This design comes from an exercise in tuning for small area, a short achievable clock period and few clock cycles per item on the open sky130 flow, not from production work.
At most, simulation tests tie the RTL to the original design; equivalence was not proved.

==> flow/design.v (excerpt) <==
module biriscv_divider
(
     input           clk_i
    ,input           rst_i
    ,input           opcode_valid_i
    ,input  [ 31:0]  opcode_opcode_i
    ,input  [ 31:0]  opcode_pc_i
    ,input           opcode_invalid_i
    ,input  [  4:0]  opcode_rd_idx_i
    ,input  [  4:0]  opcode_ra_idx_i
    ,input  [  4:0]  opcode_rb_idx_i
    ,input  [ 31:0]  opcode_ra_operand_i
    ,input  [ 31:0]  opcode_rb_operand_i
    ,output          writeback_valid_o
    ,output [ 31:0]  writeback_value_o
);
Size in the first run: ~110 flip-flops, roughly 0.012 mm2 of cells after synthesis.
==> module biriscv_divider, before the edit <==
module biriscv_divider
(
     input           clk_i
    ,input           rst_i
    ,input           opcode_valid_i
    ,input  [ 31:0]  opcode_opcode_i
    ,input  [ 31:0]  opcode_pc_i
    ,input           opcode_invalid_i
    ,input  [  4:0]  opcode_rd_idx_i
    ,input  [  4:0]  opcode_ra_idx_i
    ,input  [  4:0]  opcode_rb_idx_i
    ,input  [ 31:0]  opcode_ra_operand_i
    ,input  [ 31:0]  opcode_rb_operand_i
    ,output          writeback_valid_o
    ,output [ 31:0]  writeback_value_o
);
wire div_rem_inst_w = ((opcode_opcode_i & 32'hfe00707f)  == 32'h2004033)  ||
                      ((opcode_opcode_i & 32'hfe00707f) == 32'h2005033) ||
                      ((opcode_opcode_i & 32'hfe00707f)  == 32'h2006033)  ||
                      ((opcode_opcode_i & 32'hfe00707f) == 32'h2007033);
wire start_w  = opcode_valid_i & div_rem_inst_w;
wire signed_w = ~opcode_opcode_i[12];    
wire div_w    = ~opcode_opcode_i[13];    
wire [31:0] a_w = opcode_ra_operand_i;
wire [31:0] b_w = opcode_rb_operand_i;
wire a_neg_w  = signed_w & a_w[31];
wire b_neg_w  = signed_w & b_w[31];
wire [31:0] a_abs_w = a_neg_w ? -a_w : a_w;
wire [31:0] a_inv_w = a_w ^ {32{a_neg_w}};
wire [31:0] b_inv_w = b_w ^ {32{b_neg_w}};
wire [5:0]  za_w;
wire [5:0]  zb_w;
biriscv_divider_clz u_clz_a (.x_i(a_inv_w), .z_o(za_w));
biriscv_divider_clz u_clz_b (.x_i(b_inv_w), .z_o(zb_w));
wire        b_zero_w = zb_w[5] & ~b_neg_w;
wire [5:0]  za_x_w   = za_w - {5'b0, a_neg_w};
wire [5:0]  zb_x_w   = {zb_w[5] & ~b_neg_w, zb_w[4:0] | {5{zb_w[5]}}};
wire [6:0]  shift_w  = {1'b0, zb_x_w} - {1'b0, za_x_w};
wire        no_q_w   = shift_w[6] | b_zero_w;
wire [4:0]  sh_w     = {shift_w[4:1], 1'b1};
wire [65:0] e_sh_w   = {2'b11, ~b_inv_w, {32{~b_neg_w}}} << sh_w;
wire [33:0] e_init_w = e_sh_w[65:32];
reg        busy_q;
reg        valid_q;
reg [3:0]  cnt_q;
reg        div_q;       
reg        neg_q;       
reg [31:0] r_q;         
reg [33:0] e_q;         
reg        c_q;         
reg [31:0] q_q;         
wire [35:0] sum1_w  = {3'b0, r_q, 1'b1} + {1'b1, e_q, c_q};
wire [34:0] sub1_w  = sum1_w[35:1];
wire        q1_w    = ~sub1_w[34];
wire [31:0] r1_w    = q1_w ? sub1_w[31:0] : r_q;
wire [33:0] e1_w    = {1'b1, e_q[33:1]};
wire [35:0] sum2_w  = {3'b0, r1_w, 1'b1} + {1'b1, e1_w, c_q};
wire [34:0] sub2_w  = sum2_w[35:1];
wire        q2_w    = ~sub2_w[34];
wire [31:0] r2_w    = q2_w ? sub2_w[31:0] : r1_w;
always @(posedge clk_i or posedge rst_i)
if (rst_i)
begin
    busy_q  <= 1'b0;
    valid_q <= 1'b0;
    cnt_q   <= 4'b0;
end
else if (busy_q)
begin
    cnt_q   <= cnt_q - 4'd1;
    if (cnt_q == 4'd0)
    begin
        valid_q <= 1'b1;
        busy_q  <= 1'b0;
    end
    else
        valid_q <= 1'b0;
end
else
begin
    cnt_q   <= sh_w[4:1];
    valid_q <= start_w & no_q_w;
    busy_q  <= start_w & ~no_q_w;
end
always @(posedge clk_i)
if (busy_q)
begin
    if (div_q && cnt_q == 4'd0)
        r_q <= {q_q[29:0], q1_w, q2_w};
    else
        r_q <= r2_w;
    e_q <= {2'b11, e_q[33:2]};
    q_q <= {q_q[29:0], q1_w, q2_w};
end
else
begin
    r_q   <= (div_w & no_q_w) ? {32{b_zero_w}} : a_abs_w;
    e_q   <= e_init_w;
    c_q   <= ~b_neg_w;
    q_q   <= 32'b0;
    div_q <= div_w;
    neg_q <= div_w ? (a_neg_w ^ b_neg_w) & ~b_zero_w : a_neg_w;
end
assign writeback_valid_o = valid_q;
assign writeback_value_o = neg_q ? -r_q : r_q;
endmodule
clock: 7.0 ns
lec_check: 0
cap_margin: 20
core_margin: 2
core_utilization: 40
setup_slack_margin: 1.5
slew_margin: 20
standard.sh (not shown) runs the stock make flow with config.mk's settings and CLKGATE_MAP_FILE= SYNTH_SCRIPT=/design/flow/synth_recipe.tcl, a recipe that flattens the netlist after the stock synthesis.
==> flow/flow/run.sh <==
#!/bin/bash
# Standard layout, with plain buffers (buf_1) on the ports instead of the
# default delay cells; repair resizes them where timing needs it.
set -euo pipefail
export BUFFER_PORTS_ARGS="-buffer_cell sky130_fd_sc_hd__buf_1"
bash standard.sh > standard.log 2>&1
The baseline produced a clean layout.
Testbench counts at the start, summed over its fixed seeds: cycles 19,868, ops 4,800.
Edit:
--- a/flow/design.v
+++ b/flow/design.v
@@ -15,4 +15,10 @@
     ,output [ 31:0]  writeback_value_o
 );
+function low_mask32;
+    input [31:0] x;
+    begin
+        low_mask32 = ~|(x[31:1] & ~x[30:0]);
+    end
+endfunction
 wire div_rem_inst_w = ((opcode_opcode_i & 32'hfe00707f)  == 32'h2004033)  ||
                       ((opcode_opcode_i & 32'hfe00707f) == 32'h2005033) ||
@@ -33,12 +39,14 @@
 biriscv_divider_clz u_clz_a (.x_i(a_inv_w), .z_o(za_w));
 biriscv_divider_clz u_clz_b (.x_i(b_inv_w), .z_o(zb_w));
+wire        pa_w    = a_neg_w & low_mask32(a_inv_w);
+wire        pb_w    = b_neg_w & low_mask32(b_inv_w);
 wire        b_zero_w = zb_w[5] & ~b_neg_w;
-wire [5:0]  za_x_w   = za_w - {5'b0, a_neg_w};
-wire [5:0]  zb_x_w   = {zb_w[5] & ~b_neg_w, zb_w[4:0] | {5{zb_w[5]}}};
+wire [5:0]  za_x_w   = za_w - {5'b0, pa_w};
+wire [5:0]  zb_x_w   = zb_w - {5'b0, pb_w};
 wire [6:0]  shift_w  = {1'b0, zb_x_w} - {1'b0, za_x_w};
 wire        no_q_w   = shift_w[6] | b_zero_w;
 wire [4:0]  sh_w     = {shift_w[4:1], 1'b1};
-wire [65:0] e_sh_w   = {2'b11, ~b_inv_w, {32{~b_neg_w}}} << sh_w;
-wire [33:0] e_init_w = e_sh_w[65:32];
+wire [64:0] e_sh_w   = {1'b1, ~b_inv_w, {32{~b_neg_w}}} << sh_w;
+wire [32:0] e_init_w = e_sh_w[64:32];
 reg        busy_q;
 reg        valid_q;
@@ -47,15 +55,15 @@
 reg        neg_q;       
 reg [31:0] r_q;         
-reg [33:0] e_q;         
+reg [32:0] e_q;         
 reg        c_q;         
 reg [31:0] q_q;         
-wire [35:0] sum1_w  = {3'b0, r_q, 1'b1} + {1'b1, e_q, c_q};
-wire [34:0] sub1_w  = sum1_w[35:1];
-wire        q1_w    = ~sub1_w[34];
+wire [34:0] sum1_w  = {2'b0, r_q, 1'b1} + {1'b1, e_q, c_q};
+wire [33:0] sub1_w  = sum1_w[34:1];
+wire        q1_w    = ~sub1_w[33];
 wire [31:0] r1_w    = q1_w ? sub1_w[31:0] : r_q;
-wire [33:0] e1_w    = {1'b1, e_q[33:1]};
-wire [35:0] sum2_w  = {3'b0, r1_w, 1'b1} + {1'b1, e1_w, c_q};
-wire [34:0] sub2_w  = sum2_w[35:1];
-wire        q2_w    = ~sub2_w[34];
+wire [32:0] e1_w    = {1'b1, e_q[32:1]};
+wire [34:0] sum2_w  = {2'b0, r1_w, 1'b1} + {1'b1, e1_w, c_q};
+wire [33:0] sub2_w  = sum2_w[34:1];
+wire        q2_w    = ~sub2_w[33];
 wire [31:0] r2_w    = q2_w ? sub2_w[31:0] : r1_w;
 always @(posedge clk_i or posedge rst_i)
@@ -90,5 +98,5 @@
     else
         r_q <= r2_w;
-    e_q <= {2'b11, e_q[33:2]};
+    e_q <= {2'b11, e_q[32:2]};
     q_q <= {q_q[29:0], q1_w, q2_w};
 end
Effect: The changed run passed the timing, DRC and antenna checks. Hold slack gets worse by 0.012 ns. Final cell count goes up by about 10%. Clock skew is about the same. Routed wire length went up by 18%. Non-clock buffer count went up by 64. Flip-flop and latch count falls by 1. Sequential share of layout area decreases by 1.9 points.
For the second run of this note, only the layout was checked, not whether the RTL still works.

[static timing again, ports no longer ideal]
No port has a modelled driver above. Below, the same layouts with a new extraction and two added sets of constraints.
Step 1, drivers: a clkbuf_16 drives clk_i and a buf_2 each remaining input, both assumed.
Step 2 times the ports against the registers' clock, not the clock port: input delays grow and output delays shrink by t, the midpoint of the rising clock arrivals with the driver on.
Three values: no drivers, after step 1, after step 2; two values: the first two.
run | t, ns | slack for setup (ns) | pins driven straight from the clock port
the first run | 0.393 | 1.471 / 1.485 / 1.093 | 1
the second run | 0.397 | 1.496 / 1.496 / 1.154 | 1
After both steps every run listed still meets setup and hold. The setup slack of the first run, which loses most, moves by +0.014 ns with the drivers and by -0.378 ns with both steps.
